Source: an optimization exercise on an open RTL-to-GDS flow (aim: small area, a short achievable clock period and few clock cycles per item). Production flows keep margins and buffers that such runs may drop. No run shown here included a check of the RTL's function; only the layout flow was run.

<file path="flow/run.sh">
#!/bin/bash
# synth_recipe.tcl (not shown) runs the flow's synth.tcl, then flattens the netlist and writes it again
# the make line also repeats each setting of config.mk as NAME=value (left out here)
make -C /OpenROAD-flow-scripts/flow DESIGN_CONFIG=/design/flow/config.mk WORK_HOME=/design/flow/orfs CLKGATE_MAP_FILE= SYNTH_SCRIPT=/design/flow/synth_recipe.tcl finish
</file>
<file path="flow/config.mk">
export PLATFORM = sky130hd
export DESIGN_NAME = CordicAccelerator
export DESIGN_NICKNAME = CordicAccelerator
export VERILOG_FILES = /design/flow/design.v
export SDC_FILE = /design/flow/constraint.sdc
export NUM_CORES = 8
export LEC_CHECK = 0
export CAP_MARGIN = 20
export CORE_MARGIN = 2
export CORE_UTILIZATION = 60
export CTS_BUF_LIST = sky130_fd_sc_hd__clkbuf_8 sky130_fd_sc_hd__clkbuf_16
export CTS_CLUSTER_DIAMETER = 80
export CTS_CLUSTER_SIZE = 30
export GPL_ROUTABILITY_DRIVEN = 0
export SETUP_SLACK_MARGIN = 2.6
export SLEW_MARGIN = 20
</file>
<file path="flow/constraint.sdc">
create_clock -name core_clock -period 6.0 [get_ports {clock}]
set_input_delay 1.2000 -clock core_clock [delete_from_list [all_inputs] [get_ports {clock}]]
set_output_delay 1.2000 -clock core_clock [all_outputs]
set_load 0.01 [all_outputs]
</file>
<file path="flow/design.v">
module CordicAccelerator(
  input         clock,
  input         reset,
  input         cmd_valid,
  output        cmd_ready,
  input  [6:0]  cmd_funct,
  input  [4:0]  cmd_rd,
  input  [63:0] cmd_rs1,
  input  [63:0] cmd_rs2,
  output        resp_valid,
  input         resp_ready,
  output [4:0]  resp_rd,
  output [63:0] resp_data,
  output        busy
);
  function [31:0] addc(input [31:0] a, input [31:0] b, input c);
    reg [31:0] g, p, gg, pp, gn, pn;
    integer k, l;
    begin
      g = a & b;
      p = a ^ b;
      gg = g;
      pp = p;
      gg[0] = g[0] | (p[0] & c);
      pp[0] = 1'b0;
      gg[1] = g[1] | (p[1] & ~(~a[0] | ~b[0])) | (p[1] & p[0] & c);
      pp[1] = 1'b0;
      for (l = 0; l < 5; l = l + 1) begin
        gn = gg;
        pn = pp;
        for (k = 2; k < 32; k = k + 1)
          if (k[l]) begin
            gn[k] = gg[k] | (pp[k] & gg[((k >> l) << l) - 1]);
            pn[k] = pp[k] & pp[((k >> l) << l) - 1];
          end
        gg = gn;
        pp = pn;
      end
      addc = p ^ {gg[30:0], c};
    end
  endfunction
  function [31:0] suby(input [31:0] a, input [31:0] b, input m);
    reg [31:0] g, p, gg, pp, gn, pn;
    integer k, l;
    begin
      g = a & (~b | {32{m}});
      p = ~(a ^ (b & ~{32{m}}));
      gg = g;
      pp = p;
      gg[0] = g[0] | p[0];
      pp[0] = 1'b0;
      gg[1] = g[1] | (p[1] & a[0] & (~b[0] | m)) | (p[1] & p[0]);
      pp[1] = 1'b0;
      for (l = 0; l < 5; l = l + 1) begin
        gn = gg;
        pn = pp;
        for (k = 2; k < 32; k = k + 1)
          if (k[l]) begin
            gn[k] = gg[k] | (pp[k] & gg[((k >> l) << l) - 1]);
            pn[k] = pp[k] & pp[((k >> l) << l) - 1];
          end
        gg = gn;
        pp = pn;
      end
      suby = p ^ {gg[30:0], 1'b1};
    end
  endfunction
  wire recirc;    
  wire [31:0] res;
  wire [4:0] end_rd;
  wire take;      
  assign cmd_ready = take;
  wire accept = cmd_valid & take;
  wire [31:0] z0 = cmd_rs2[31:0];
  wire z0_fits = (z0[31:17] == {15{z0[31]}});
  wire [17:0] zc0 = z0_fits ? z0[17:0] : {z0[31], {17{~z0[31]}}};
  wire d1 = z0[31];
  wire [17:0] zs2 = zc0 + (d1 ? 18'd51472 : -18'd51472);
  wire [16:0] z3 = (zs2[17:16] == {2{zs2[17]}}) ? zs2[16:0] : {zs2[17], {16{~zs2[17]}}};
  wire d6 = z0[31] ? ($signed(z0) < -32'sd51472) : ($signed(z0) < 32'sd51472);
  wire [31:0] x4 = cmd_rs1[31:0];
  wire [31:0] yt5 = ((cmd_rs1[31:0] ^ {32{d1}}) + {31'd0, d1}) ^ {32{~d6}};
  wire c2_7 = $signed(z0) < 32'sd81858;
  wire c2_8 = $signed(z0) < 32'sd21086;
  wire c2_9 = $signed(z0) < -32'sd21086;
  wire c2_10 = $signed(z0) < -32'sd81858;
  wire d11 = z0[31] ? (d6 ? c2_10 : c2_9) : (d6 ? c2_8 : c2_7);
  reg [31:0] p1_x, p1_y;
  reg [17:0] p1_z;
  reg p1_d1, p1_d2;
  reg [4:0] p1_rd;
  reg p1_fn, p1_dn, p1_v;
  always @(posedge clock) begin
    if (reset) p1_v <= 1'b0;
    else p1_v <= accept | recirc;
    p1_x <= recirc ? res : x4;
    p1_y <= recirc ? {32{~d6}} : yt5;
    p1_z <= zc0;
    p1_rd <= recirc ? end_rd : cmd_rd;
    p1_fn <= ~recirc & cmd_funct[0];
    p1_dn <= recirc;
    p1_d1 <= d6;
    p1_d2 <= d11;
  end
  wire [18:0] zk12 = p1_z[17] ? (p1_d1 ? (p1_d2 ? 19'sd97913 : 19'sd65803) : (p1_d2 ? 19'sd37141 : 19'sd5031)) : (p1_d1 ? (p1_d2 ? -19'sd5031 : -19'sd37141) : (p1_d2 ? -19'sd65803 : -19'sd97913));
  wire [18:0] zs13 = {p1_z[17], p1_z} + zk12;
  wire [31:0] ys16 = $signed(p1_y) >>> 1;
  wire [31:0] xs17 = $signed(p1_x) >>> 1;
  wire [31:0] x14 = addc(p1_x, ys16, ~p1_d1);
  wire [31:0] xg19 = xs17 & {32{~p1_dn}};
  wire [31:0] u18 = suby(p1_y, xs17, p1_dn);
  wire [31:0] yt15 = u18 ^ {32{p1_d1 ^ p1_d2}};
  reg [31:0] p2_x, p2_y;
  reg [4:0] p2_rd;
  reg p2_fn, p2_dn, p2_v;
  reg p2_d;
  reg [18:0] p2_z;
  always @(posedge clock) begin
    if (reset) p2_v <= 1'b0;
    else p2_v <= p1_v;
    p2_x <= x14;
    p2_y <= yt15;
    p2_rd <= p1_rd;
    p2_fn <= p1_fn;
    p2_dn <= p1_dn;
    p2_d <= p1_d2;
    p2_z <= zs13;
  end
  wire [18:0] zs20 = p2_z + (p2_z[18] ? 19'd8150 : -19'd8150);
  wire [13:0] z21 = (zs20[18:13] == {6{zs20[18]}}) ? zs20[13:0] : {zs20[18], {13{~zs20[18]}}};
  wire [31:0] ys24 = $signed(p2_y) >>> 2;
  wire [31:0] xs25 = $signed(p2_x) >>> 2;
  wire [31:0] x22 = addc(p2_x, ys24, ~p2_d);
  wire [31:0] xg27 = xs25 & {32{~p2_dn}};
  wire [31:0] u26 = suby(p2_y, xs25, p2_dn);
  wire [31:0] yt23 = u26 ^ {32{p2_d ^ p2_z[18]}};
  reg [31:0] p3_x, p3_y;
  reg [4:0] p3_rd;
  reg p3_fn, p3_dn, p3_v;
  reg p3_d;
  reg [13:0] p3_z;
  always @(posedge clock) begin
    if (reset) p3_v <= 1'b0;
    else p3_v <= p2_v;
    p3_x <= x22;
    p3_y <= yt23;
    p3_rd <= p2_rd;
    p3_fn <= p2_fn;
    p3_dn <= p2_dn;
    p3_d <= p2_z[18];
    p3_z <= z21;
  end
  wire [13:0] zs28 = p3_z + (p3_z[13] ? 14'd4091 : -14'd4091);
  wire [12:0] z29 = (zs28[13:12] == {2{zs28[13]}}) ? zs28[12:0] : {zs28[13], {12{~zs28[13]}}};
  wire [31:0] ys32 = $signed(p3_y) >>> 3;
  wire [31:0] xs33 = $signed(p3_x) >>> 3;
  wire [31:0] x30 = addc(p3_x, ys32, ~p3_d);
  wire [31:0] xg35 = xs33 & {32{~p3_dn}};
  wire [31:0] u34 = suby(p3_y, xs33, p3_dn);
  wire [31:0] yt31 = u34 ^ {32{p3_d ^ p3_z[13]}};
  reg [31:0] p4_x, p4_y;
  reg [4:0] p4_rd;
  reg p4_fn, p4_dn, p4_v;
  reg p4_d;
  reg [12:0] p4_z;
  always @(posedge clock) begin
    if (reset) p4_v <= 1'b0;
    else p4_v <= p3_v;
    p4_x <= x30;
    p4_y <= yt31;
    p4_rd <= p3_rd;
    p4_fn <= p3_fn;
    p4_dn <= p3_dn;
    p4_d <= p3_z[13];
    p4_z <= z29;
  end
  wire [12:0] zs36 = p4_z + (p4_z[12] ? 13'd2047 : -13'd2047);
  wire [11:0] z37 = (zs36[12:11] == {2{zs36[12]}}) ? zs36[11:0] : {zs36[12], {11{~zs36[12]}}};
  wire [31:0] ys40 = $signed(p4_y) >>> 4;
  wire [31:0] xs41 = $signed(p4_x) >>> 4;
  wire [31:0] x38 = addc(p4_x, ys40, ~p4_d);
  wire [31:0] xg43 = xs41 & {32{~p4_dn}};
  wire [31:0] u42 = suby(p4_y, xs41, p4_dn);
  wire [31:0] yt39 = u42 ^ {32{p4_d ^ p4_z[12]}};
  reg [31:0] p5_x, p5_y;
  reg [4:0] p5_rd;
  reg p5_fn, p5_dn, p5_v;
  reg p5_d;
  reg [11:0] p5_z;
  always @(posedge clock) begin
    if (reset) p5_v <= 1'b0;
    else p5_v <= p4_v;
    p5_x <= x38;
    p5_y <= yt39;
    p5_rd <= p4_rd;
    p5_fn <= p4_fn;
    p5_dn <= p4_dn;
    p5_d <= p4_z[12];
    p5_z <= z37;
  end
  wire [11:0] zs44 = p5_z + (p5_z[11] ? 12'd1024 : -12'd1024);
  wire [10:0] z45 = (zs44[11:10] == {2{zs44[11]}}) ? zs44[10:0] : {zs44[11], {10{~zs44[11]}}};
  wire [31:0] ys48 = $signed(p5_y) >>> 5;
  wire [31:0] xs49 = $signed(p5_x) >>> 5;
  wire [31:0] x46 = addc(p5_x, ys48, ~p5_d);
  wire [31:0] xg51 = xs49 & {32{~p5_dn}};
  wire [31:0] u50 = suby(p5_y, xs49, p5_dn);
  wire [31:0] yt47 = u50 ^ {32{p5_d ^ p5_z[11]}};
  reg [31:0] p6_x, p6_y;
  reg [4:0] p6_rd;
  reg p6_fn, p6_dn, p6_v;
  reg p6_d;
  reg [10:0] p6_z;
  always @(posedge clock) begin
    if (reset) p6_v <= 1'b0;
    else p6_v <= p5_v;
    p6_x <= x46;
    p6_y <= yt47;
    p6_rd <= p5_rd;
    p6_fn <= p5_fn;
    p6_dn <= p5_dn;
    p6_d <= p5_z[11];
    p6_z <= z45;
  end
  wire [10:0] zs52 = p6_z + (p6_z[10] ? 11'd512 : -11'd512);
  wire [9:0] z53 = (zs52[10:9] == {2{zs52[10]}}) ? zs52[9:0] : {zs52[10], {9{~zs52[10]}}};
  wire [31:0] ys56 = $signed(p6_y) >>> 6;
  wire [31:0] xs57 = $signed(p6_x) >>> 6;
  wire [31:0] x54 = addc(p6_x, ys56, ~p6_d);
  wire [31:0] xg59 = xs57 & {32{~p6_dn}};
  wire [31:0] u58 = suby(p6_y, xs57, p6_dn);
  wire [31:0] yt55 = u58 ^ {32{p6_d ^ p6_z[10]}};
  reg [31:0] p7_x, p7_y;
  reg [4:0] p7_rd;
  reg p7_fn, p7_dn, p7_v;
  reg p7_d;
  reg [9:0] p7_z;
  always @(posedge clock) begin
    if (reset) p7_v <= 1'b0;
    else p7_v <= p6_v;
    p7_x <= x54;
    p7_y <= yt55;
    p7_rd <= p6_rd;
    p7_fn <= p6_fn;
    p7_dn <= p6_dn;
    p7_d <= p6_z[10];
    p7_z <= z53;
  end
  wire [9:0] zs60 = p7_z + (p7_z[9] ? 10'd256 : -10'd256);
  wire [8:0] z61 = (zs60[9:8] == {2{zs60[9]}}) ? zs60[8:0] : {zs60[9], {8{~zs60[9]}}};
  wire [31:0] ys64 = $signed(p7_y) >>> 7;
  wire [31:0] xs65 = $signed(p7_x) >>> 7;
  wire [31:0] x62 = addc(p7_x, ys64, ~p7_d);
  wire [31:0] xg67 = xs65 & {32{~p7_dn}};
  wire [31:0] u66 = suby(p7_y, xs65, p7_dn);
  wire [31:0] yt63 = u66 ^ {32{p7_d ^ p7_z[9]}};
  reg [31:0] p8_x, p8_y;
  reg [4:0] p8_rd;
  reg p8_fn, p8_dn, p8_v;
  reg p8_d;
  reg [8:0] p8_z;
  always @(posedge clock) begin
    if (reset) p8_v <= 1'b0;
    else p8_v <= p7_v;
    p8_x <= x62;
    p8_y <= yt63;
    p8_rd <= p7_rd;
    p8_fn <= p7_fn;
    p8_dn <= p7_dn;
    p8_d <= p7_z[9];
    p8_z <= z61;
  end
  wire [8:0] zs68 = p8_z + (p8_z[8] ? 9'd128 : -9'd128);
  wire [7:0] z69 = (zs68[8:7] == {2{zs68[8]}}) ? zs68[7:0] : {zs68[8], {7{~zs68[8]}}};
  wire [31:0] ys72 = $signed(p8_y) >>> 8;
  wire [31:0] xs73 = $signed(p8_x) >>> 8;
  wire [31:0] x70 = addc(p8_x, ys72, ~p8_d);
  wire [31:0] xg75 = xs73 & {32{~p8_dn}};
  wire [31:0] u74 = suby(p8_y, xs73, p8_dn);
  wire [31:0] yt71 = u74 ^ {32{p8_d ^ p8_z[8]}};
  reg [31:0] p9_x, p9_y;
  reg [4:0] p9_rd;
  reg p9_fn, p9_dn, p9_v;
  reg p9_d;
  reg [7:0] p9_z;
  always @(posedge clock) begin
    if (reset) p9_v <= 1'b0;
    else p9_v <= p8_v;
    p9_x <= x70;
    p9_y <= yt71;
    p9_rd <= p8_rd;
    p9_fn <= p8_fn;
    p9_dn <= p8_dn;
    p9_d <= p8_z[8];
    p9_z <= z69;
  end
  wire [7:0] zs76 = p9_z + (p9_z[7] ? 8'd64 : -8'd64);
  wire [6:0] z77 = (zs76[7:6] == {2{zs76[7]}}) ? zs76[6:0] : {zs76[7], {6{~zs76[7]}}};
  wire [31:0] ys80 = $signed(p9_y) >>> 9;
  wire [31:0] xs81 = $signed(p9_x) >>> 9;
  wire [31:0] x78 = addc(p9_x, ys80, ~p9_d);
  wire [31:0] xg83 = xs81 & {32{~p9_dn}};
  wire [31:0] u82 = suby(p9_y, xs81, p9_dn);
  wire [31:0] yt79 = u82 ^ {32{p9_d ^ p9_z[7]}};
  reg [31:0] p10_x, p10_y;
  reg [4:0] p10_rd;
  reg p10_fn, p10_dn, p10_v;
  reg p10_d;
  reg [6:0] p10_z;
  always @(posedge clock) begin
    if (reset) p10_v <= 1'b0;
    else p10_v <= p9_v;
    p10_x <= x78;
    p10_y <= yt79;
    p10_rd <= p9_rd;
    p10_fn <= p9_fn;
    p10_dn <= p9_dn;
    p10_d <= p9_z[7];
    p10_z <= z77;
  end
  wire [6:0] zs84 = p10_z + (p10_z[6] ? 7'd32 : -7'd32);
  wire [5:0] z85 = (zs84[6:5] == {2{zs84[6]}}) ? zs84[5:0] : {zs84[6], {5{~zs84[6]}}};
  wire [31:0] ys88 = $signed(p10_y) >>> 10;
  wire [31:0] xs89 = $signed(p10_x) >>> 10;
  wire [31:0] x86 = addc(p10_x, ys88, ~p10_d);
  wire [31:0] xg91 = xs89 & {32{~p10_dn}};
  wire [31:0] u90 = suby(p10_y, xs89, p10_dn);
  wire [31:0] yt87 = u90 ^ {32{p10_d ^ p10_z[6]}};
  reg [31:0] p11_x, p11_y;
  reg [4:0] p11_rd;
  reg p11_fn, p11_dn, p11_v;
  reg p11_d;
  reg [5:0] p11_z;
  always @(posedge clock) begin
    if (reset) p11_v <= 1'b0;
    else p11_v <= p10_v;
    p11_x <= x86;
    p11_y <= yt87;
    p11_rd <= p10_rd;
    p11_fn <= p10_fn;
    p11_dn <= p10_dn;
    p11_d <= p10_z[6];
    p11_z <= z85;
  end
  wire [5:0] zs92 = p11_z + (p11_z[5] ? 6'd16 : -6'd16);
  wire [4:0] z93 = (zs92[5:4] == {2{zs92[5]}}) ? zs92[4:0] : {zs92[5], {4{~zs92[5]}}};
  wire [31:0] ys96 = $signed(p11_y) >>> 11;
  wire [31:0] xs97 = $signed(p11_x) >>> 11;
  wire [31:0] x94 = addc(p11_x, ys96, ~p11_d);
  wire [31:0] xg99 = xs97 & {32{~p11_dn}};
  wire [31:0] u98 = suby(p11_y, xs97, p11_dn);
  wire [31:0] yt95 = u98 ^ {32{p11_d ^ p11_z[5]}};
  reg [31:0] p12_x, p12_y;
  reg [4:0] p12_rd;
  reg p12_fn, p12_dn, p12_v;
  reg p12_d;
  reg [4:0] p12_z;
  always @(posedge clock) begin
    if (reset) p12_v <= 1'b0;
    else p12_v <= p11_v;
    p12_x <= x94;
    p12_y <= yt95;
    p12_rd <= p11_rd;
    p12_fn <= p11_fn;
    p12_dn <= p11_dn;
    p12_d <= p11_z[5];
    p12_z <= z93;
  end
  wire [4:0] zs100 = p12_z + (p12_z[4] ? 5'd8 : -5'd8);
  wire [3:0] z101 = (zs100[4:3] == {2{zs100[4]}}) ? zs100[3:0] : {zs100[4], {3{~zs100[4]}}};
  wire [31:0] ys104 = $signed(p12_y) >>> 12;
  wire [31:0] xs105 = $signed(p12_x) >>> 12;
  wire [31:0] x102 = addc(p12_x, ys104, ~p12_d);
  wire [31:0] xg107 = xs105 & {32{~p12_dn}};
  wire [31:0] u106 = suby(p12_y, xs105, p12_dn);
  wire [31:0] yt103 = u106 ^ {32{p12_d ^ p12_z[4]}};
  reg [31:0] p13_x, p13_y;
  reg [4:0] p13_rd;
  reg p13_fn, p13_dn, p13_v;
  reg p13_d;
  reg [3:0] p13_z;
  always @(posedge clock) begin
    if (reset) p13_v <= 1'b0;
    else p13_v <= p12_v;
    p13_x <= x102;
    p13_y <= yt103;
    p13_rd <= p12_rd;
    p13_fn <= p12_fn;
    p13_dn <= p12_dn;
    p13_d <= p12_z[4];
    p13_z <= z101;
  end
  wire [3:0] zs108 = p13_z + (p13_z[3] ? 4'd4 : -4'd4);
  wire [2:0] z109 = (zs108[3:2] == {2{zs108[3]}}) ? zs108[2:0] : {zs108[3], {2{~zs108[3]}}};
  wire [31:0] ys112 = $signed(p13_y) >>> 13;
  wire [31:0] xs113 = $signed(p13_x) >>> 13;
  wire [31:0] x110 = addc(p13_x, ys112, ~p13_d);
  wire [31:0] xg115 = xs113 & {32{~p13_dn}};
  wire [31:0] u114 = suby(p13_y, xs113, p13_dn);
  wire [31:0] yt111 = u114 ^ {32{p13_d ^ p13_z[3]}};
  reg [31:0] p14_x, p14_y;
  reg [4:0] p14_rd;
  reg p14_fn, p14_dn, p14_v;
  reg p14_d;
  reg [2:0] p14_z;
  always @(posedge clock) begin
    if (reset) p14_v <= 1'b0;
    else p14_v <= p13_v;
    p14_x <= x110;
    p14_y <= yt111;
    p14_rd <= p13_rd;
    p14_fn <= p13_fn;
    p14_dn <= p13_dn;
    p14_d <= p13_z[3];
    p14_z <= z109;
  end
  wire [2:0] zs116 = p14_z + (p14_z[2] ? 3'd2 : -3'd2);
  wire [1:0] z117 = (zs116[2:1] == {2{zs116[2]}}) ? zs116[1:0] : {zs116[2], {1{~zs116[2]}}};
  wire [31:0] ys120 = $signed(p14_y) >>> 14;
  wire [31:0] xs121 = $signed(p14_x) >>> 14;
  wire [31:0] x118 = addc(p14_x, ys120, ~p14_d);
  wire [31:0] xg123 = xs121 & {32{~p14_dn}};
  wire [31:0] u122 = suby(p14_y, xs121, p14_dn);
  wire [31:0] yt119 = u122 ^ {32{p14_d ^ p14_z[2]}};
  reg [31:0] p15_x, p15_y;
  reg [4:0] p15_rd;
  reg p15_fn, p15_dn, p15_v;
  reg p15_d;
  reg [1:0] p15_z;
  always @(posedge clock) begin
    if (reset) p15_v <= 1'b0;
    else p15_v <= p14_v;
    p15_x <= x118;
    p15_y <= yt119;
    p15_rd <= p14_rd;
    p15_fn <= p14_fn;
    p15_dn <= p14_dn;
    p15_d <= p14_z[2];
    p15_z <= z117;
  end
  wire [1:0] zs124 = p15_z + (p15_z[1] ? 2'd1 : -2'd1);
  wire z125 = zs124[1];
  wire [31:0] ys128 = $signed(p15_y) >>> 15;
  wire [31:0] xs129 = $signed(p15_x) >>> 15;
  wire [31:0] x126 = addc(p15_x, ys128, ~p15_d);
  wire [31:0] xg131 = xs129 & {32{~p15_dn}};
  wire [31:0] u130 = suby(p15_y, xs129, p15_dn);
  wire [31:0] yt127 = u130 ^ {32{p15_d ^ p15_z[1]}};
  reg [31:0] p16_x, p16_y;
  reg [4:0] p16_rd;
  reg p16_fn, p16_dn, p16_v;
  reg p16_d;
  reg p16_z;
  always @(posedge clock) begin
    if (reset) p16_v <= 1'b0;
    else p16_v <= p15_v;
    p16_x <= x126;
    p16_y <= yt127;
    p16_rd <= p15_rd;
    p16_fn <= p15_fn;
    p16_dn <= p15_dn;
    p16_d <= p15_z[1];
    p16_z <= z125;
  end
  wire [31:0] ys134 = $signed(p16_y) >>> 16;
  wire [31:0] xs135 = $signed(p16_x) >>> 16;
  wire [31:0] x132 = addc(p16_x, ys134, ~p16_d);
  wire [31:0] xg137 = xs135 & {32{~p16_dn}};
  wire [31:0] u136 = suby(p16_y, xs135, p16_dn);
  wire [31:0] yt133 = u136 ^ {32{p16_d ^ p16_z}};
  reg [31:0] p17_x, p17_y;
  reg [4:0] p17_rd;
  reg p17_fn, p17_dn, p17_v;
  reg p17_d;
  always @(posedge clock) begin
    if (reset) p17_v <= 1'b0;
    else p17_v <= p16_v;
    p17_x <= x132;
    p17_y <= yt133;
    p17_rd <= p16_rd;
    p17_fn <= p16_fn;
    p17_dn <= p16_dn;
    p17_d <= p16_z;
  end
  wire [31:0] ys140 = $signed(p17_y) >>> 17;
  wire [31:0] xs141 = $signed(p17_x) >>> 17;
  wire [31:0] x138 = addc(p17_x, ys140, ~p17_d);
  wire [31:0] xg143 = xs141 & {32{~p17_dn}};
  wire [31:0] u142 = suby(p17_y, xs141, p17_dn);
  wire [31:0] yt139 = u142 ^ {32{p17_d ^ p17_d}};
  reg [31:0] p18_x, p18_y;
  reg [4:0] p18_rd;
  reg p18_fn, p18_dn, p18_v;
  reg p18_d;
  always @(posedge clock) begin
    if (reset) p18_v <= 1'b0;
    else p18_v <= p17_v;
    p18_x <= x138;
    p18_y <= yt139;
    p18_rd <= p17_rd;
    p18_fn <= p17_fn;
    p18_dn <= p17_dn;
    p18_d <= p17_d;
  end
  wire [31:0] ys146 = $signed(p18_y) >>> 18;
  wire [31:0] xs147 = $signed(p18_x) >>> 18;
  wire [31:0] x144 = addc(p18_x, ys146, ~p18_d);
  wire [31:0] xg149 = xs147 & {32{~p18_dn}};
  wire [31:0] u148 = suby(p18_y, xs147, p18_dn);
  wire [31:0] yt145 = u148 ^ {32{p18_d ^ p18_d}};
  reg [31:0] p19_x, p19_y;
  reg [4:0] p19_rd;
  reg p19_fn, p19_dn, p19_v;
  reg p19_d;
  always @(posedge clock) begin
    if (reset) p19_v <= 1'b0;
    else p19_v <= p18_v;
    p19_x <= x144;
    p19_y <= yt145;
    p19_rd <= p18_rd;
    p19_fn <= p18_fn;
    p19_dn <= p18_dn;
    p19_d <= p18_d;
  end
  wire [31:0] ys152 = $signed(p19_y) >>> 19;
  wire [31:0] xs153 = $signed(p19_x) >>> 19;
  wire [31:0] x150 = addc(p19_x, ys152, ~p19_d);
  wire [31:0] xg155 = xs153 & {32{~p19_dn}};
  wire [31:0] u154 = suby(p19_y, xs153, p19_dn);
  wire [31:0] yt151 = u154 ^ {32{p19_d ^ p19_d}};
  reg [31:0] p20_x, p20_y;
  reg [4:0] p20_rd;
  reg p20_fn, p20_dn, p20_v;
  reg p20_d;
  always @(posedge clock) begin
    if (reset) p20_v <= 1'b0;
    else p20_v <= p19_v;
    p20_x <= x150;
    p20_y <= yt151;
    p20_rd <= p19_rd;
    p20_fn <= p19_fn;
    p20_dn <= p19_dn;
    p20_d <= p19_d;
  end
  wire [31:0] ys158 = $signed(p20_y) >>> 20;
  wire [31:0] xs159 = $signed(p20_x) >>> 20;
  wire [31:0] x156 = addc(p20_x, ys158, ~p20_d);
  wire [31:0] xg161 = xs159 & {32{~p20_dn}};
  wire [31:0] u160 = suby(p20_y, xs159, p20_dn);
  wire [31:0] yt157 = u160 ^ {32{p20_d ^ p20_d}};
  reg [31:0] p21_x, p21_y;
  reg [4:0] p21_rd;
  reg p21_fn, p21_dn, p21_v;
  reg p21_d;
  always @(posedge clock) begin
    if (reset) p21_v <= 1'b0;
    else p21_v <= p20_v;
    p21_x <= x156;
    p21_y <= yt157;
    p21_rd <= p20_rd;
    p21_fn <= p20_fn;
    p21_dn <= p20_dn;
    p21_d <= p20_d;
  end
  wire [31:0] ys164 = $signed(p21_y) >>> 21;
  wire [31:0] xs165 = $signed(p21_x) >>> 21;
  wire [31:0] x162 = addc(p21_x, ys164, ~p21_d);
  wire [31:0] xg167 = xs165 & {32{~p21_dn}};
  wire [31:0] u166 = suby(p21_y, xs165, p21_dn);
  wire [31:0] yt163 = u166 ^ {32{p21_d ^ p21_d}};
  reg [31:0] p22_x, p22_y;
  reg [4:0] p22_rd;
  reg p22_fn, p22_dn, p22_v;
  reg p22_d;
  always @(posedge clock) begin
    if (reset) p22_v <= 1'b0;
    else p22_v <= p21_v;
    p22_x <= x162;
    p22_y <= yt163;
    p22_rd <= p21_rd;
    p22_fn <= p21_fn;
    p22_dn <= p21_dn;
    p22_d <= p21_d;
  end
  wire [31:0] ys170 = $signed(p22_y) >>> 22;
  wire [31:0] xs171 = $signed(p22_x) >>> 22;
  wire [31:0] x168 = addc(p22_x, ys170, ~p22_d);
  wire [31:0] xg173 = xs171 & {32{~p22_dn}};
  wire [31:0] u172 = suby(p22_y, xs171, p22_dn);
  wire [31:0] yt169 = u172 ^ {32{p22_d ^ p22_d}};
  reg [31:0] p23_x, p23_y;
  reg [4:0] p23_rd;
  reg p23_fn, p23_dn, p23_v;
  reg p23_d;
  always @(posedge clock) begin
    if (reset) p23_v <= 1'b0;
    else p23_v <= p22_v;
    p23_x <= x168;
    p23_y <= yt169;
    p23_rd <= p22_rd;
    p23_fn <= p22_fn;
    p23_dn <= p22_dn;
    p23_d <= p22_d;
  end
  wire [31:0] ys176 = $signed(p23_y) >>> 23;
  wire [31:0] xs177 = $signed(p23_x) >>> 23;
  wire [31:0] x174 = addc(p23_x, ys176, ~p23_d);
  wire [31:0] xg179 = xs177 & {32{~p23_dn}};
  wire [31:0] u178 = suby(p23_y, xs177, p23_dn);
  wire [31:0] yt175 = u178 ^ {32{p23_d ^ p23_d}};
  reg [31:0] p24_x, p24_y;
  reg [4:0] p24_rd;
  reg p24_fn, p24_dn, p24_v;
  reg p24_d;
  always @(posedge clock) begin
    if (reset) p24_v <= 1'b0;
    else p24_v <= p23_v;
    p24_x <= x174;
    p24_y <= yt175;
    p24_rd <= p23_rd;
    p24_fn <= p23_fn;
    p24_dn <= p23_dn;
    p24_d <= p23_d;
  end
  wire [31:0] ys182 = $signed(p24_y) >>> 24;
  wire [31:0] xs183 = $signed(p24_x) >>> 24;
  wire [31:0] x180 = addc(p24_x, ys182, ~p24_d);
  wire [31:0] xg185 = xs183 & {32{~p24_dn}};
  wire [31:0] u184 = suby(p24_y, xs183, p24_dn);
  wire [31:0] yt181 = u184 ^ {32{p24_d ^ p24_d}};
  reg [31:0] p25_x, p25_y;
  reg [4:0] p25_rd;
  reg p25_fn, p25_dn, p25_v;
  reg p25_d;
  always @(posedge clock) begin
    if (reset) p25_v <= 1'b0;
    else p25_v <= p24_v;
    p25_x <= x180;
    p25_y <= yt181;
    p25_rd <= p24_rd;
    p25_fn <= p24_fn;
    p25_dn <= p24_dn;
    p25_d <= p24_d;
  end
  wire [31:0] ys188 = $signed(p25_y) >>> 25;
  wire [31:0] xs189 = $signed(p25_x) >>> 25;
  wire [31:0] x186 = addc(p25_x, ys188, ~p25_d);
  wire [31:0] xg191 = xs189 & {32{~p25_dn}};
  wire [31:0] u190 = suby(p25_y, xs189, p25_dn);
  wire [31:0] yt187 = u190 ^ {32{p25_d ^ p25_d}};
  reg [31:0] p26_x, p26_y;
  reg [4:0] p26_rd;
  reg p26_fn, p26_dn, p26_v;
  reg p26_d;
  always @(posedge clock) begin
    if (reset) p26_v <= 1'b0;
    else p26_v <= p25_v;
    p26_x <= x186;
    p26_y <= yt187;
    p26_rd <= p25_rd;
    p26_fn <= p25_fn;
    p26_dn <= p25_dn;
    p26_d <= p25_d;
  end
  wire [31:0] ys194 = $signed(p26_y) >>> 26;
  wire [31:0] xs195 = $signed(p26_x) >>> 26;
  wire [31:0] x192 = addc(p26_x, ys194, ~p26_d);
  wire [31:0] xg197 = xs195 & {32{~p26_dn}};
  wire [31:0] u196 = suby(p26_y, xs195, p26_dn);
  wire [31:0] yt193 = u196 ^ {32{p26_d ^ p26_d}};
  reg [31:0] p27_x, p27_y;
  reg [4:0] p27_rd;
  reg p27_fn, p27_dn, p27_v;
  reg p27_d;
  always @(posedge clock) begin
    if (reset) p27_v <= 1'b0;
    else p27_v <= p26_v;
    p27_x <= x192;
    p27_y <= yt193;
    p27_rd <= p26_rd;
    p27_fn <= p26_fn;
    p27_dn <= p26_dn;
    p27_d <= p26_d;
  end
  wire [31:0] ys200 = $signed(p27_y) >>> 27;
  wire [31:0] xs201 = $signed(p27_x) >>> 27;
  wire [31:0] x198 = addc(p27_x, ys200, ~p27_d);
  wire [31:0] xg203 = xs201 & {32{~p27_dn}};
  wire [31:0] u202 = suby(p27_y, xs201, p27_dn);
  wire [31:0] yt199 = u202 ^ {32{p27_d ^ p27_d}};
  reg [31:0] p28_x, p28_y;
  reg [4:0] p28_rd;
  reg p28_fn, p28_dn, p28_v;
  reg p28_d;
  always @(posedge clock) begin
    if (reset) p28_v <= 1'b0;
    else p28_v <= p27_v;
    p28_x <= x198;
    p28_y <= yt199;
    p28_rd <= p27_rd;
    p28_fn <= p27_fn;
    p28_dn <= p27_dn;
    p28_d <= p27_d;
  end
  wire [31:0] ys206 = $signed(p28_y) >>> 28;
  wire [31:0] xs207 = $signed(p28_x) >>> 28;
  wire [31:0] x204 = addc(p28_x, ys206, ~p28_d);
  wire [31:0] xg209 = xs207 & {32{~p28_dn}};
  wire [31:0] u208 = suby(p28_y, xs207, p28_dn);
  wire [31:0] yt205 = u208 ^ {32{p28_d ^ p28_d}};
  reg [31:0] p29_x, p29_y;
  reg [4:0] p29_rd;
  reg p29_fn, p29_dn, p29_v;
  reg p29_d;
  always @(posedge clock) begin
    if (reset) p29_v <= 1'b0;
    else p29_v <= p28_v;
    p29_x <= x204;
    p29_y <= yt205;
    p29_rd <= p28_rd;
    p29_fn <= p28_fn;
    p29_dn <= p28_dn;
    p29_d <= p28_d;
  end
  wire [31:0] ys212 = $signed(p29_y) >>> 29;
  wire [31:0] xs213 = $signed(p29_x) >>> 29;
  wire [31:0] x210 = addc(p29_x, ys212, ~p29_d);
  wire [31:0] xg215 = xs213 & {32{~p29_dn}};
  wire [31:0] u214 = suby(p29_y, xs213, p29_dn);
  wire [31:0] yt211 = u214 ^ {32{p29_d ^ p29_d}};
  reg [31:0] p30_x, p30_y;
  reg [4:0] p30_rd;
  reg p30_fn, p30_dn, p30_v;
  reg p30_d;
  always @(posedge clock) begin
    if (reset) p30_v <= 1'b0;
    else p30_v <= p29_v;
    p30_x <= x210;
    p30_y <= yt211;
    p30_rd <= p29_rd;
    p30_fn <= p29_fn;
    p30_dn <= p29_dn;
    p30_d <= p29_d;
  end
  wire [31:0] ys218 = $signed(p30_y) >>> 30;
  wire [31:0] xs219 = $signed(p30_x) >>> 30;
  wire [31:0] x216 = addc(p30_x, ys218, ~p30_d);
  wire [31:0] xg221 = xs219 & {32{~p30_dn}};
  wire [31:0] u220 = suby(p30_y, xs219, p30_dn);
  wire [31:0] yt217 = u220 ^ {32{p30_d ^ p30_d}};
  reg [31:0] p31_x, p31_y;
  reg [4:0] p31_rd;
  reg p31_fn, p31_dn, p31_v;
  reg p31_d;
  always @(posedge clock) begin
    if (reset) p31_v <= 1'b0;
    else p31_v <= p30_v;
    p31_x <= x216;
    p31_y <= yt217;
    p31_rd <= p30_rd;
    p31_fn <= p30_fn;
    p31_dn <= p30_dn;
    p31_d <= p30_d;
  end
  wire [31:0] y31 = p31_y ^ {32{~p31_d}};
  wire [31:0] exi = p31_x + 32'd1;
  wire [31:0] exn = ~p31_x + 32'd1;
  wire [31:0] exd = ~exn;   
  wire [31:0] eys = (p31_y + 32'd1) ^ {32{~p31_d}};
  wire [31:0] exs = p31_d ? exd : exi;
  assign res = p31_fn ? (p31_x[31] ? eys : y31) : (y31[31] ? exs : p31_x);
  assign end_rd = p31_rd;
  wire end_v = p31_v;
  reg [31:0] h_data;
  reg [4:0] h_rd;
  reg hv, busy_r;
  reg blocked;
  reg [4:0] wait_n;
  wire wait_0 = (wait_n == 5'd0);
  wire h_free = ~hv | resp_ready;
  wire push = end_v & h_free & (~blocked | wait_0);
  assign recirc = end_v & ~push;
  assign take = ~blocked & (~end_v | h_free);   
  wire hv_n = push | (hv & ~resp_ready);
  wire inflight_n = hv_n |
      (accept | recirc) |
      p1_v |
      p2_v |
      p3_v |
      p4_v |
      p5_v |
      p6_v |
      p7_v |
      p8_v |
      p9_v |
      p10_v |
      p11_v |
      p12_v |
      p13_v |
      p14_v |
      p15_v |
      p16_v |
      p17_v |
      p18_v |
      p19_v |
      p20_v |
      p21_v |
      p22_v |
      p23_v |
      p24_v |
      p25_v |
      p26_v |
      p27_v |
      p28_v |
      p29_v |
      p30_v;
  always @(posedge clock) begin
    if (reset) begin
      hv <= 1'b0;
      busy_r <= 1'b0;
      blocked <= 1'b0;
    end else begin
      hv <= hv_n;
      busy_r <= inflight_n;
      if (recirc & (~blocked | wait_0))
        blocked <= 1'b1;
      else if (push & blocked)
        blocked <= 1'b0;
    end
    if (recirc & (~blocked | wait_0))
      wait_n <= 5'd30;
    else
      wait_n <= wait_n - 5'd1;
    if (push) begin
      h_data <= res;
      h_rd <= end_rd;
    end
  end
  assign resp_valid = hv;
  assign resp_rd = h_rd;
  assign resp_data = {32'h0, h_data};
  assign busy = busy_r;
endmodule
</file>
==> run_results.csv, run 1 <==
group,metric,value,unit
worst_setup_path,r2r-start,"p22_dn$_DFF_P_",
flow_run,maxCapViolCount,0,
routing,detail-route-antenna-nets,0,
min_path,whs_endpoint,"p8_z[2]$_DFF_P_",
routing,dr.first_iter.drc_count,5041,
final_layout,fin_area,152000,sq um
logic_synthesis,synth_top_area_share,35.2,%
logic_synthesis,syn_area_per_cell,10.1,sq um
worst_setup_path,crit_fanout,6,
global_routing,grt_overflow,0,
floorplanning,die-height,482,um
worst_setup_path,crit_path_end_kind,"flip-flop",
logic_synthesis,seq_area_frac_synth,36.0,%
sta,worst_pin_slew,1120,ps
logic_synthesis,synth.area.top_cells,"dfxtp_1, ha_1, xnor2_1",
sta,rsz0062_at_grt,"yes",
clock_tree,root_buffer,"clkbuf_16",
routing,viasPerCell,5.66,
clock_tree,path_clk_slew,100,ps
worst_setup_path,start_kind,"flip-flop",
outcome,outcome,"no timing/DRC/antenna violations",
final_layout,syn_to_final_growth,10.9,%
global_routing,grt_pass1_wl,493,mm
sta,skew,37.4,ps
clock_tree,cts.sinks,2450,
logic_synthesis,ys_ff_latch,2450,
sta,final.min_clock_period,3470,ps
global_routing,grt_antenna_before_repair,9,
global_routing,grtUsageTotal,25.9,%
sta,slew_headroom,25.0,%
min_path,holdCritPathClass,"flip-flop to flip-flop",
logic_synthesis,synth.most_common_cell,"dfxtp_1",
place,port_buffers,113,
routing,first_pass_iters,6,
clock_tree,cts_buffers,139,
min_path,hp-start,"p7_z[2]$_DFF_P_",
worst_setup_path,cp_data_arrival_time,4220,ps
clock_tree,cts_tree,"yes",
worst_setup_path,rr_worst_depth,13,
worst_setup_path,cpPeakStageDelay,440,ps
routing,wirelength,310,mm
worst_setup_path,regToRegEndpoint,"p23_y[31]$_DFF_P_",
floorplanning,io-pin-count,216,
logic_synthesis,ys.flop_type,"dfxtp_1",
logic_synthesis,async_reset_ff_share,0,%
routing,drc,0,
place,hpwl,243,mm
worst_setup_path,critical_path.top_delay_family,"compound AO/OA/AOI/OAI gates",
logic_synthesis,yosys_warnings,1,
logic_synthesis,synth_area_leader_cell,"dfxtp_1",
sta,setup_viol_count_final,0,
worst_setup_path,critical_path.cell_chain,"nand2b_4 > buf_6 > buf_4 > ha_1 > and3_4 > a221oi_2 > o32ai_2 > o211a_1 > o211a_4 > a22o_4 > or4_4 > a31oi_4 > xnor2_2",
worst_setup_path,r2r_setup_slack,2530,ps
final_layout,layout.nets,16300,
worst_setup_path,cpMaxStageDelayCell,"or4_4",
logic_synthesis,synth_common_cells,"dfxtp_1, ha_1, xnor2_1",
global_routing,grt_max_degree,57,
sta,setup_tns,0,ps
floorplanning,die_w,482,um
floorplanning,rows,175,
sta,finalHoldViolCount,0,
logic_synthesis,syn_inst,13600,
logic_synthesis,yosysUniqueCellTypes,80,
worst_setup_path,crit_type,"flip-flop to flip-flop",
clock_tree,h-tree-depth,4,
place,place_area,142000,sq um
sta,slew_viol_final,0,
logic_synthesis,synth_edf_count,37,
floorplanning,coreArea,227000,sq um
floorplanning,design.die.area,232000,sq um
worst_setup_path,worstPathRequired,6750,ps
worst_setup_path,crit_cells,13,
sta,fin_crit_sh,57.8,%
floorplanning,initial_core_util,60.3,%
clock_tree,cts.path.max_buffers,3,
final_layout,drive_above_1_share,8.08,%
logic_synthesis,syn_area,137000,sq um
routing,route.vias.total,96400,
clock_tree,cts_hold_buf,0,
clock_tree,clk-insertion-delay-late,840,ps
sta,fmax,288,MHz
routing,wire_per_inst,18.2,um
global_routing,grt_pass1_vias,97000,
sta,hold_slack,327,ps
worst_setup_path,critPathBufInv,2,
min_path,whs_path_depth,0,
## placed cells by master (no fill, tap or decap), types with 129 or more instances in the layout
master / n
a21o_1: 782
a21oi_1: 851
buf_4: 187
clkbuf_16: 149
dfxtp_1: 2347
fa_1: 274
ha_1: 1885
inv_1: 491
nand2_1: 439
nand2b_1: 561
nand3_1: 168
nand4_1: 134
nor2_1: 584
nor2b_1: 269
nor3_1: 179
o21a_1: 191
o21ai_0: 338
o21bai_1: 129
xnor2_1: 1557
xor2_1: 724
## logic make-up (layout without fill, tap and decap cells)
group	count (synthesis)	in the layout	share of synthesized area [%]
buf+inv	670	1072	1.92
xor+xnor	2305	2305	14.7
fa+ha+maj	2204	2204	21.6
simple gates	2895	2911	11.1
mux	47	47	0.365
other cells	1	36	0.00274
flops	2450	2450	36.0
compound gates	2994	2996	14.2
## per-layer routing
| layer | vias to the layer above | global-route usage [%] | routed length, um |
|---|---|---|---|
| li1 | 48200 | - | - |
| met1 | 46300 | 34.7 | 143000 |
| met2 | 1464 | 44.5 | 148000 |
| met3 | 461 | 2.51 | 11500 |
| met4 | 2 | 7.28 | 8530 |
| met5 | - | 0 | 13 |
## worst register-to-register path: stages (launching register included)
cell	delay, ps
dfxtp_4	380
nand2b_4	190
buf_6	160
buf_4	130
ha_1	340
and3_4	220
a221oi_2	300
o32ai_2	150
o211a_1	260
o211a_4	280
a22o_4	240
or4_4	440
a31oi_4	210
xnor2_2	120
## cell type report
class | count | area [sq um]
Clock buffer | 154 | 3770
Fill cell | 17900 | 75300
Tap cell | 3009 | 3760
Multi-Input combinational cell | 10500 | 88900
Antenna cell | 4 | 10.0
Timing Repair Buffer | 328 | 2940
Sequential cell | 2450 | 49600
Clock inverter | 100 | 1200
Inverter | 490 | 1850
## how the worst max path moves through the flow
stage,start,end,slack [ps]
3_3_place_gp,p12_dn$_DFF_P_,p13_y[31]$_DFF_P_,1560
3_5_place_dp,p2_z[18]$_DFF_P_,p3_z[5]$_DFF_P_,1550
2_1_floorplan,cmd_rs1[6],p1_y[29]$_DFF_P_,2560
5_1_grt,p22_dn$_DFF_P_,p23_y[31]$_DFF_P_,2470
4_1_cts,p12_dn$_DFF_P_,p13_y[31]$_DFF_P_,2480
6_report,p22_dn$_DFF_P_,p23_y[31]$_DFF_P_,2530
## timing repair
action / in CTS / in global routing
setup buffers: 75 / 101
gates resized for setup: 337 / 353
pin swaps: 65 / 108
setup endpoints to repair: 514 / 268
cloned: 11 / 9
## per-stage QoR
step	setup slack, ps	util, %	cells
5_1_grt	2470	66.9	17000
4_1_cts	2480	65.7	16900
2_1_floorplan	2560	-	13600
3_5_place_dp	1550	62.5	16600
6_report	2530	66.9	17000
3_3_place_gp	1560	62.5	16600
==> run 2: changes to the inputs <==
--- a/flow/config.mk
+++ b/flow/config.mk
@@ -7,10 +7,10 @@
 export LEC_CHECK = 0
 export CAP_MARGIN = 20
 export CORE_MARGIN = 2
-export CORE_UTILIZATION = 60
+export CORE_UTILIZATION = 58
 export CTS_BUF_LIST = sky130_fd_sc_hd__clkbuf_8 sky130_fd_sc_hd__clkbuf_16
 export CTS_CLUSTER_DIAMETER = 80
 export CTS_CLUSTER_SIZE = 30
 export GPL_ROUTABILITY_DRIVEN = 0
-export SETUP_SLACK_MARGIN = 2.6
+export SETUP_SLACK_MARGIN = 2.5
 export SLEW_MARGIN = 20
==> run_results.csv, run 2 <==
group,metric,value,unit
clock_tree,cts_buffers,143,
routing,wire_per_inst,18.1,um
floorplanning,rows,178,
worst_setup_path,crit_fanout,21,
flow_run,maxCapViolCount,0,
routing,dr.first_iter.drc_count,4595,
logic_synthesis,synthAdderAreaFrac,21.6,%
logic_synthesis,synth_compound_area_share,14.2,%
sta,fmax,286,MHz
global_routing,grt_pass1_wl,493,mm
sta,setup_tns,0,ps
final_layout,syn_to_final_growth,10.0,%
clock_tree,cts_hold_buf,0,
final_layout,nFillCells,19200,
logic_synthesis,muxShareOfSynthArea,0.365,%
min_path,holdCritPathClass,"flip-flop to flip-flop",
logic_synthesis,synth_top_family_by_area,"adder cells",
logic_synthesis,synth_top_area_share,35.2,%
worst_setup_path,cp-startpoint,"p12_dn$_DFF_P_",
routing,drc,0,
final_layout,drive_above_1_share,6.78,%
global_routing,grt.busiest_layer,"met2",
place,place_area,142000,sq um
sta,finalHoldViolCount,0,
sta,rsz0062_at_grt,"yes",
logic_synthesis,ys.flop_type,"dfxtp_1",
global_routing,grt_overflow,0,
global_routing,gr-usage-met1,33.0,%
logic_synthesis,syn_inst,13600,
sta,setup_viol_count_final,0,
logic_synthesis,syn_area_per_cell,10.1,sq um
sta,slew_viol_final,0,
floorplanning,io-pin-count,216,
sta,skew,37.5,ps
logic_synthesis,seq_area_frac_synth,36.0,%
global_routing,grt_pass1_vias,96800,
clock_tree,cts.path.max_buffers,3,
global_routing,grt_antenna_before_repair,14,
floorplanning,die-height,490,um
clock_tree,cts.sinks,2450,
logic_synthesis,async_reset_ff_share,0,%
routing,detail-route-antenna-nets,0,
global_routing,grtUsageMet3,2.98,%
worst_setup_path,crit_path_end_kind,"flip-flop",
clock_tree,h-tree-depth,4,
final_layout,layout_common_cells,"dfxtp_1, ha_1, xnor2_1, a21oi_1, a21o_1",
global_routing,grtUsageTotal,24.9,%
final_layout,final_common_cell,"dfxtp_1",
clock_tree,root_buffer,"clkbuf_16",
floorplanning,coreArea,235000,sq um
floorplanning,design.die.area,240000,sq um
logic_synthesis,yosysUniqueCellTypes,80,
logic_synthesis,synthXorXnorAreaFrac,14.7,%
logic_synthesis,synth_edf_count,37,
logic_synthesis,synth.most_common_cell,"dfxtp_1",
routing,viasPerCell,5.57,
logic_synthesis,yosys_warnings,1,
place,hpwl,245,mm
outcome,outcome,"no timing/DRC/antenna violations",
floorplanning,initial_core_util,58.3,%
floorplanning,die_w,490,um
global_routing,grt_max_degree,57,
sta,slew_headroom,19.8,%
logic_synthesis,synth-simple-area-share,11.1,%
routing,wirelength,309,mm
final_layout,layout.nets,16200,
clock_tree,path_clk_slew,100,ps
global_routing,grtUsageMet2,42.8,%
worst_setup_path,crit_type,"flip-flop to flip-flop",
worst_setup_path,cp_data_arrival_time,4240,ps
min_path,hp-start,"p12_rd[1]$_DFF_P_",
sta,worst_pin_slew,1190,ps
clock_tree,cts_tree,"yes",
routing,route.vias.total,95300,
sta,fin_crit_sh,58.3,%
logic_synthesis,ys_ff_latch,2450,
logic_synthesis,synth.area.top_cells,"dfxtp_1, ha_1, xnor2_1",
worst_setup_path,start_kind,"flip-flop",
final_layout,fin_area,151000,sq um
logic_synthesis,synth_common_cells,"dfxtp_1, ha_1, xnor2_1",
clock_tree,clk-insertion-delay-late,820,ps
place,port_buffers,113,
logic_synthesis,synth_area_leader_cell,"dfxtp_1",
sta,final.min_clock_period,3500,ps
routing,first_pass_iters,5,
worst_setup_path,worstPathRequired,6740,ps
logic_synthesis,syn_area,137000,sq um
worst_setup_path,r2r-start,"p12_dn$_DFF_P_",
==> run 2: area by class of cell <==
| cell class | instances | area, sq um | share of cell area (%) |
|---|---|---|---|
| timing repair buffer | 262 | 2410 | 1.60 |
| clock inverter | 116 | 1500 | 0.996 |
| tap | 3150 | 3940 | 2.61 |
| clock buffer | 147 | 3640 | 2.42 |
| sequential | 2450 | 49600 | 32.9 |
| inverter | 490 | 1850 | 1.23 |
| antenna | 7 | 17.5 | 0.0116 |
| multi-input combinational | 10500 | 87900 | 58.3 |
==> run 2: worst max-delay path, stage by stage, from the launching register on <==
cell and delay (ps):
dfxtp_4 420, nand2b_1 160, ha_1 330, nand2_1 60, o21a_1 200, o211ai_1 430, a31oi_4 170, o21ai_2 310
a221o_1 320, a2111oi_4 110, o41ai_2 440, a21oi_1 160, o21bai_1 180, xnor2_1 130
==> run 2: metal layers <==
layer / wire, um / part of all wire (%) / vias to the layer above
met5: 0 / 0 / -
met2: 146000 / 47 / 1298
met4: 8260 / 2.7 / 0
met3: 11500 / 3.7 / 442
met1: 143000 / 46 / 45400
li1: - / - / 48100
==> run 2: path summary, 6_finish.rpt <==
kind                                          end  slack [ps]  depth (start not counted)
worst min register to register  p13_rd[1]$_DFF_P_         320                          0
worst min-delay path            p13_rd[1]$_DFF_P_         320                          0
worst max-delay path            p13_y[31]$_DFF_P_        2500                         13
worst max register to register  p13_y[31]$_DFF_P_        2500                         13
==> run 2: what timing repair did <==
action	in CTS	in global routing
setup endpoints to repair	451	233
gates resized for setup	251	262
buffers inserted	47	63
pin swaps	44	72
gates cloned	9	7
==> run 2: cell families after synthesis <==
| logic type | after synthesis |
|---|---|
| muxes | 47 |
| buffers and inverters | 670 |
| adders and majority gates | 2204 |
| xor gates and xnor gates | 2305 |
| DFF | 2450 |
| other | 1 |
| AOI/OAI and AO/OA | 2994 |
| and+or+nand+nor | 2895 |
==> run 2: per-stage QoR <==
step | hold WS [ps] | util, % | instances | setup slack, ps
after floorplan | 310 | - | 13600 | 2470
after global placement | 310 | 60.5 | 16700 | 1490
after detailed placement | 312 | 60.5 | 16700 | 1510
after CTS | 327 | 63.3 | 17000 | 2390
after global routing | 321 | 64.1 | 17100 | 2370
final | 323 | 64.1 | 17100 | 2500
==> run 3: changes to the inputs <==
--- a/flow/config.mk
+++ b/flow/config.mk
@@ -7,10 +7,11 @@
 export LEC_CHECK = 0
 export CAP_MARGIN = 20
 export CORE_MARGIN = 2
-export CORE_UTILIZATION = 58
+export CORE_UTILIZATION = 60
 export CTS_BUF_LIST = sky130_fd_sc_hd__clkbuf_8 sky130_fd_sc_hd__clkbuf_16
 export CTS_CLUSTER_DIAMETER = 80
 export CTS_CLUSTER_SIZE = 30
 export GPL_ROUTABILITY_DRIVEN = 0
+export PLACE_DENSITY = 0.63
 export SETUP_SLACK_MARGIN = 2.5
 export SLEW_MARGIN = 20
==> run_results.csv, run 3 <==
group,metric,value,unit
routing,dr.first_iter.drc_count,4891,
place,port_buffers,113,
final_layout,drive_above_1_share,6.64,%
clock_tree,cts_buffers,143,
logic_synthesis,synth_top_area_share,35.2,%
logic_synthesis,syn_inst,13600,
sta,slew_headroom,24.2,%
min_path,hp-start,"p29_rd[0]$_DFF_P_",
clock_tree,clk-insertion-delay-late,830,ps
logic_synthesis,seq_area_frac_synth,36.0,%
global_routing,grt_overflow,0,
routing,drc,0,
global_routing,grtUsageMet2,44.3,%
logic_synthesis,ys.flop_type,"dfxtp_1",
worst_setup_path,worstPathRequired,6710,ps
global_routing,grtUsageMet3,2.96,%
final_layout,layout_common_cells,"dfxtp_1, ha_1, xnor2_1, a21oi_1, a21o_1",
logic_synthesis,synth.area.top_cells,"dfxtp_1, ha_1, xnor2_1",
logic_synthesis,synth.most_common_cell,"dfxtp_1",
logic_synthesis,yosysUniqueCellTypes,80,
final_layout,nFillCells,18100,
worst_setup_path,crit_fanout,8,
flow_run,maxCapViolCount,0,
logic_synthesis,synth_common_cells,"dfxtp_1, ha_1, xnor2_1",
routing,first_pass_iters,6,
sta,finalHoldViolCount,0,
global_routing,grt_max_degree,57,
final_layout,syn_to_final_growth,9.62,%
floorplanning,coreArea,227000,sq um
outcome,outcome,"no timing/DRC/antenna violations",
floorplanning,io-pin-count,216,
worst_setup_path,start_kind,"flip-flop",
logic_synthesis,synth_edf_count,37,
worst_setup_path,rr_worst_depth,14,
global_routing,grtUsageTotal,25.6,%
sta,fmax,285,MHz
sta,skew,37.3,ps
floorplanning,die_w,482,um
global_routing,grt.busiest_layer,"met2",
worst_setup_path,crit_type,"flip-flop to flip-flop",
floorplanning,initial_core_util,60.3,%
logic_synthesis,syn_area_per_cell,10.1,sq um
global_routing,grt_antenna_before_repair,16,
place,hpwl,241,mm
final_layout,layout.nets,16200,
logic_synthesis,syn_area,137000,sq um
routing,wire_per_inst,18.0,um
clock_tree,root_buffer,"clkbuf_16",
sta,setup_tns,0,ps
min_path,whs_path_depth,0,
floorplanning,rows,175,
clock_tree,cts_hold_buf,0,
clock_tree,cts.sinks,2450,
logic_synthesis,synth_area_leader_cell,"dfxtp_1",
global_routing,grt_pass1_wl,488,mm
min_path,holdCritPathClass,"flip-flop to flip-flop",
floorplanning,design.die.area,232000,sq um
worst_setup_path,r2r-start,"p22_dn$_DFF_P_",
clock_tree,cts_tree,"yes",
sta,final.min_clock_period,3510,ps
global_routing,grt_pass1_vias,97300,
routing,route.vias.total,95800,
sta,fin_crit_sh,58.5,%
clock_tree,h-tree-depth,4,
logic_synthesis,yosys_warnings,1,
final_layout,final_common_cell,"dfxtp_1",
logic_synthesis,ys_ff_latch,2450,
routing,wirelength,306,mm
clock_tree,cts.path.max_buffers,3,
worst_setup_path,r2r_setup_slack,2490,ps
logic_synthesis,async_reset_ff_share,0,%
global_routing,gr-usage-met1,33.9,%
routing,viasPerCell,5.64,
clock_tree,path_clk_slew,110,ps
sta,worst_pin_slew,1120,ps
min_path,whs_endpoint,"p30_rd[0]$_DFF_P_",
sta,setup_viol_count_final,0,
routing,detail-route-antenna-nets,0,
worst_setup_path,cp_data_arrival_time,4220,ps
worst_setup_path,crit_path_end_kind,"flip-flop",
final_layout,final_util,66.1,%
sta,slew_viol_final,0,
sta,rsz0062_at_grt,"yes",
floorplanning,die-height,482,um
worst_setup_path,regToRegEndpoint,"p23_y[30]$_DFF_P_",
run 3: cell types whose count changed in the layout (fill, tap and decap cells not counted), moves of 5 or more:
| cell | previous run | this run |
|---|---|---|
| a31oi_1 | 84 | 94 |
| nor2_1 | 586 | 591 |
| ha_1 | 1902 | 1907 |
| nor2_2 | 7 | 2 |
| inv_8 | 17 | 10 |
| a31oi_2 | 26 | 14 |
| nor3_2 | 8 | 13 |
| inv_6 | 24 | 31 |
| buf_4 | 127 | 143 |
| clkinv_8 | 25 | 19 |
run 3: what timing repair did:
item | in CTS | in global routing
setup endpoints to repair | 465 | 232
pin swaps | 40 | 60
gates resized for setup | 253 | 209
hold endpoints to repair | 0 | 0
cloned | 8 | 6
setup buffers | 56 | 69
run 3: worst max path at each step:
stage / from / endpoint / slack (ps) / depth (start not counted)
after floorplan: p30_dn$_DFF_P_ / p31_y[31]$_DFF_P_ / 2470 / 12
after global placement: p12_dn$_DFF_P_ / p13_y[31]$_DFF_P_ / 1460 / 13
after detailed placement: p12_dn$_DFF_P_ / p13_y[31]$_DFF_P_ / 1270 / 13
after CTS: p12_dn$_DFF_P_ / p13_y[31]$_DFF_P_ / 2440 / 13
after global routing: p22_dn$_DFF_P_ / p23_y[30]$_DFF_P_ / 2380 / 14
final: p22_dn$_DFF_P_ / p23_y[30]$_DFF_P_ / 2490 / 14
run 3: cell families after synthesis:
logic type | share of synthesized area (%)
AO/OA/AOI/OAI | 14.2
XOR/XNOR | 14.7
adder cells (fa/ha/maj) | 21.6
buffers and inverters | 1.92
flip-flops | 36.0
multiplexers | 0.365
other | 0.00274
AND/OR/NAND/NOR | 11.1
run 3: routing by layer:
layer | up-vias | wire length (um)
met5 | - | 13
met4 | 2 | 7460
met3 | 410 | 11500
met2 | 1308 | 147000
met1 | 46000 | 141000
li1 | 48100 | -
run 3: metrics by stage:
step / worst slack [ps] / hold WS (ps) / instance area (sq um) / std cells
global route: 2380 / 320 / 150000 / 17000
global placement: 1460 / 309 / 142000 / 16600
finish: 2490 / 305 / 150000 / 17000
floorplan: 2470 / 310 / 137000 / 13600
CTS: 2440 / 309 / 149000 / 16900
detailed placement: 1270 / 312 / 142000 / 16600
run 3: final cells by class:
cell class	instances	area, sq um	area share, %
clock inverter	115	1380	0.917
timing repair buffer	277	2470	1.64
multi-input combinational	10500	87600	58.3
antenna	4	10.0	0.00666
inverter	490	1850	1.23
clock buffer	148	3650	2.43
sequential	2450	49600	33.0
tap	3009	3760	2.50
run 3: critical path, cell delays in order (launching register included):
cell and delay (ps):
dfxtp_4 380, nand2b_4 210, ha_2 220, a21o_1 180
a21o_1 170, a21o_1 200, a221oi_2 320, o32ai_1 120
buf_4 180, o211a_1 220, o211a_1 250, a22o_1 230
or4_4 450, and2_4 160, xor2_1 130
==> run 4: changes to the inputs <==
--- a/flow/config.mk
+++ b/flow/config.mk
@@ -12,6 +12,5 @@
 export CTS_CLUSTER_DIAMETER = 80
 export CTS_CLUSTER_SIZE = 30
 export GPL_ROUTABILITY_DRIVEN = 0
-export PLACE_DENSITY = 0.63
-export SETUP_SLACK_MARGIN = 2.5
+export SETUP_SLACK_MARGIN = 2.55
 export SLEW_MARGIN = 20
==> run_results.csv, run 4 <==
group,metric,value,unit
floorplanning,io-pin-count,216,
sta,finalHoldViolCount,0,
worst_setup_path,critical_path.top_delay_family,"simple AND/OR/NAND/NOR gates",
floorplanning,design.die.area,232000,sq um
clock_tree,cts.path.max_buffers,3,
logic_synthesis,synth_edf_count,37,
place,dp_cells,16600,
final_layout,nFillCells,18000,
routing,drc,0,
logic_synthesis,syn_inst,13600,
global_routing,grt_pass1_vias,97600,
final_layout,multi_input_area,88200,sq um
routing,wirelength,308,mm
clock_tree,clk-insertion-delay-late,850,ps
place,port_buffers,113,
floorplanning,initial_core_util,60.3,%
logic_synthesis,ys_ff_latch,2450,
final_layout,layout.nets,16200,
sta,worst_pin_slew,1160,ps
floorplanning,coreArea,227000,sq um
clock_tree,path_clk_slew,110,ps
logic_synthesis,yosysUniqueCellTypes,80,
logic_synthesis,async_reset_ff_share,0,%
worst_setup_path,cp_data_arrival_time,4280,ps
worst_setup_path,crit_type,"flip-flop to flip-flop",
worst_setup_path,start_kind,"flip-flop",
logic_synthesis,seq_area_frac_synth,36.0,%
logic_synthesis,syn_area_per_cell,10.1,sq um
outcome,outcome,"no timing/DRC/antenna violations",
clock_tree,cts_buffers,142,
clock_tree,cts_hold_buf,0,
sta,final.min_clock_period,3500,ps
final_layout,syn_to_final_growth,10.3,%
global_routing,grt_overflow,0,
sta,rsz0062_at_grt,"yes",
final_layout,final_cells,17000,
worst_setup_path,critPathBufInv,0,
worst_setup_path,cpMaxStageDelayCell,"o21ai_1",
sta,fin_crit_sh,58.4,%
logic_synthesis,synth_area_leader_cell,"dfxtp_1",
global_routing,grt_antenna_before_repair,12,
min_path,holdCritPathClass,"flip-flop to flip-flop",
sta,slew_headroom,21.9,%
place,hpwl,243,mm
sta,skew,30.4,ps
clock_tree,cts_tree,"yes",
routing,route.vias.total,96200,
worst_setup_path,crit_cells,9,
routing,dr.first_iter.drc_count,4758,
logic_synthesis,ys.flop_type,"dfxtp_1",
sta,slew_viol_final,0,
final_layout,final_common_cell,"dfxtp_1",
sta,setup_tns,0,ps
worst_setup_path,crit_fanout,5,
clock_tree,root_buffer,"clkbuf_16",
logic_synthesis,synth.most_common_cell,"dfxtp_1",
worst_setup_path,path_common_cell,"or2_2",
min_path,whs_path_depth,0,
final_layout,layout_common_cells,"dfxtp_1, ha_1, xnor2_1, a21oi_1, a21o_1",
floorplanning,rows,175,
worst_setup_path,critical_path.cell_chain,"or2_2 > or4_4 > or2_2 > o31ai_4 > o21ai_0 > nor2_1 > xnor2_1 > o21ai_1 > mux2_2",
final_layout,drive_above_1_share,7.26,%
floorplanning,die-height,482,um
logic_synthesis,yosys_warnings,1,
worst_setup_path,rr_worst_depth,9,
logic_synthesis,syn_area,137000,sq um
global_routing,grtUsageTotal,25.9,%
logic_synthesis,synth_common_cells,"dfxtp_1, ha_1, xnor2_1",
clock_tree,cts.sinks,2450,
sta,setup_viol_count_final,0,
floorplanning,die_w,482,um
global_routing,grt_max_degree,57,
logic_synthesis,synth.area.top_cells,"dfxtp_1, ha_1, xnor2_1",
sta,fmax,285,MHz
worst_setup_path,worstPathRequired,6780,ps
global_routing,grt_pass1_wl,493,mm
worst_setup_path,cpPeakStageDelay,700,ps
routing,wire_per_inst,18.1,um
logic_synthesis,synth_top_area_share,35.2,%
routing,viasPerCell,5.66,
worst_setup_path,crit_path_end_kind,"flip-flop",
routing,detail-route-antenna-nets,0,
sta,hold_slack,322,ps
routing,first_pass_iters,6,
clock_tree,h-tree-depth,4,
flow_run,maxCapViolCount,0,
final_layout,regArea,49600,sq um
==> run 4: cell types whose count changed in the layout (fill, tap and decap cells not counted), moves of 11 or more <==
cell / before / now
a21oi_1: 883 / 868
inv_12: 16 / 4
o21ai_0: 356 / 345
nand2b_4: 26 / 40
a21oi_2: 43 / 54
buf_4: 143 / 155
==> run 4: logic make-up (layout without fill, tap and decap cells) <==
logic type               Yosys count  count (layout)  share of synthesized area, %
other                              1              40                       0.00274
AO/OA/AOI/OAI                   2994            2996                          14.2
multiplexers                      47              47                         0.365
adder cells (fa/ha/maj)         2204            2204                          21.6
XOR/XNOR                        2305            2305                          14.7
flip-flops                      2450            2450                          36.0
AND/OR/NAND/NOR                 2895            2908                          11.1
buffers and inverters            670            1046                          1.92
==> run 4: what timing repair did <==
| item | 4_1_cts | 5_1_grt |
|---|---|---|
| resized for setup | 291 | 286 |
| buffers inserted | 55 | 90 |
| endpoints found under the setup margin | 496 | 249 |
| cloned | 9 | 7 |
| pin swaps | 53 | 99 |
| hold endpoints to repair | 0 | 0 |
==> run 4: final timing paths <==
path                                   startpoint                end  slack, ps
worst max register to register   p31_x[2]$_DFF_P_   p1_x[24]$_DFF_P_       2500
worst min-delay path            p28_rd[0]$_DFF_P_  p29_rd[0]$_DFF_P_        320
worst max-delay path             p31_x[2]$_DFF_P_   p1_x[24]$_DFF_P_       2500
worst min register to register  p28_rd[0]$_DFF_P_  p29_rd[0]$_DFF_P_        320
==> run 4: layout make-up <==
cell class,count,area share (%)
antenna,8,0.0132
tap,3009,2.49
sequential,2450,32.8
inverter,490,1.22
multi-input combinational,10500,58.3
clock buffer,152,2.45
clock inverter,108,0.920
timing repair buffer,296,1.79
==> run 4: through the flow <==
step | setup WS [ps] | cell area, sq um | utilization [%]
after floorplan | 2470 | 137000 | -
after global placement | 1480 | 142000 | 62.5
after detailed placement | 1430 | 142000 | 62.5
after CTS | 2460 | 149000 | 65.5
after global routing | 2340 | 151000 | 66.5
final | 2500 | 151000 | 66.5
==> run 4: metal layers <==
layer,global-route usage (%),share of wire [%],vias up
li1,-,-,48200
met1,34.5,46,46100
met2,44.5,48,1464
met3,2.48,3.6,439
met4,7.28,2.7,0
met5,0,0,-

[afterwards: timing with drivers on the ports]
No port has a modelled driver above. Below, the same layouts with a new extraction and two added sets of constraints. Step 1 sets driving cells, clkbuf_16 on the clock port and buf_2 on the other inputs (assumed; they add their load-dependent delay and slew). Step 2 times the ports against the registers' clock, not the clock port: input delays grow and output delays shrink by t, the midpoint of the rising clock arrivals with the driver on. a / b / c = ideal / step 1 / step 2; a / b = the first two.
run | shift t [ns] | setup slack, ns | worst register clock-pin slew, ns
run 1 | 0.912 | 2.530 / 2.530 / 1.888 | 0.11 / 0.11
run 2 | 0.891 | 2.501 / 2.501 / 1.801 | 0.11 / 0.11
run 3 | 0.895 | 2.487 / 2.487 / 1.770 | 0.11 / 0.11
run 4 | 0.921 | 2.496 / 2.496 / 1.838 | 0.11 / 0.11
After both steps setup and hold are still met in every run listed. For run 3, which loses most, drivers alone change the setup slack by 0.000 ns; drivers and shift together by -0.717 ns.
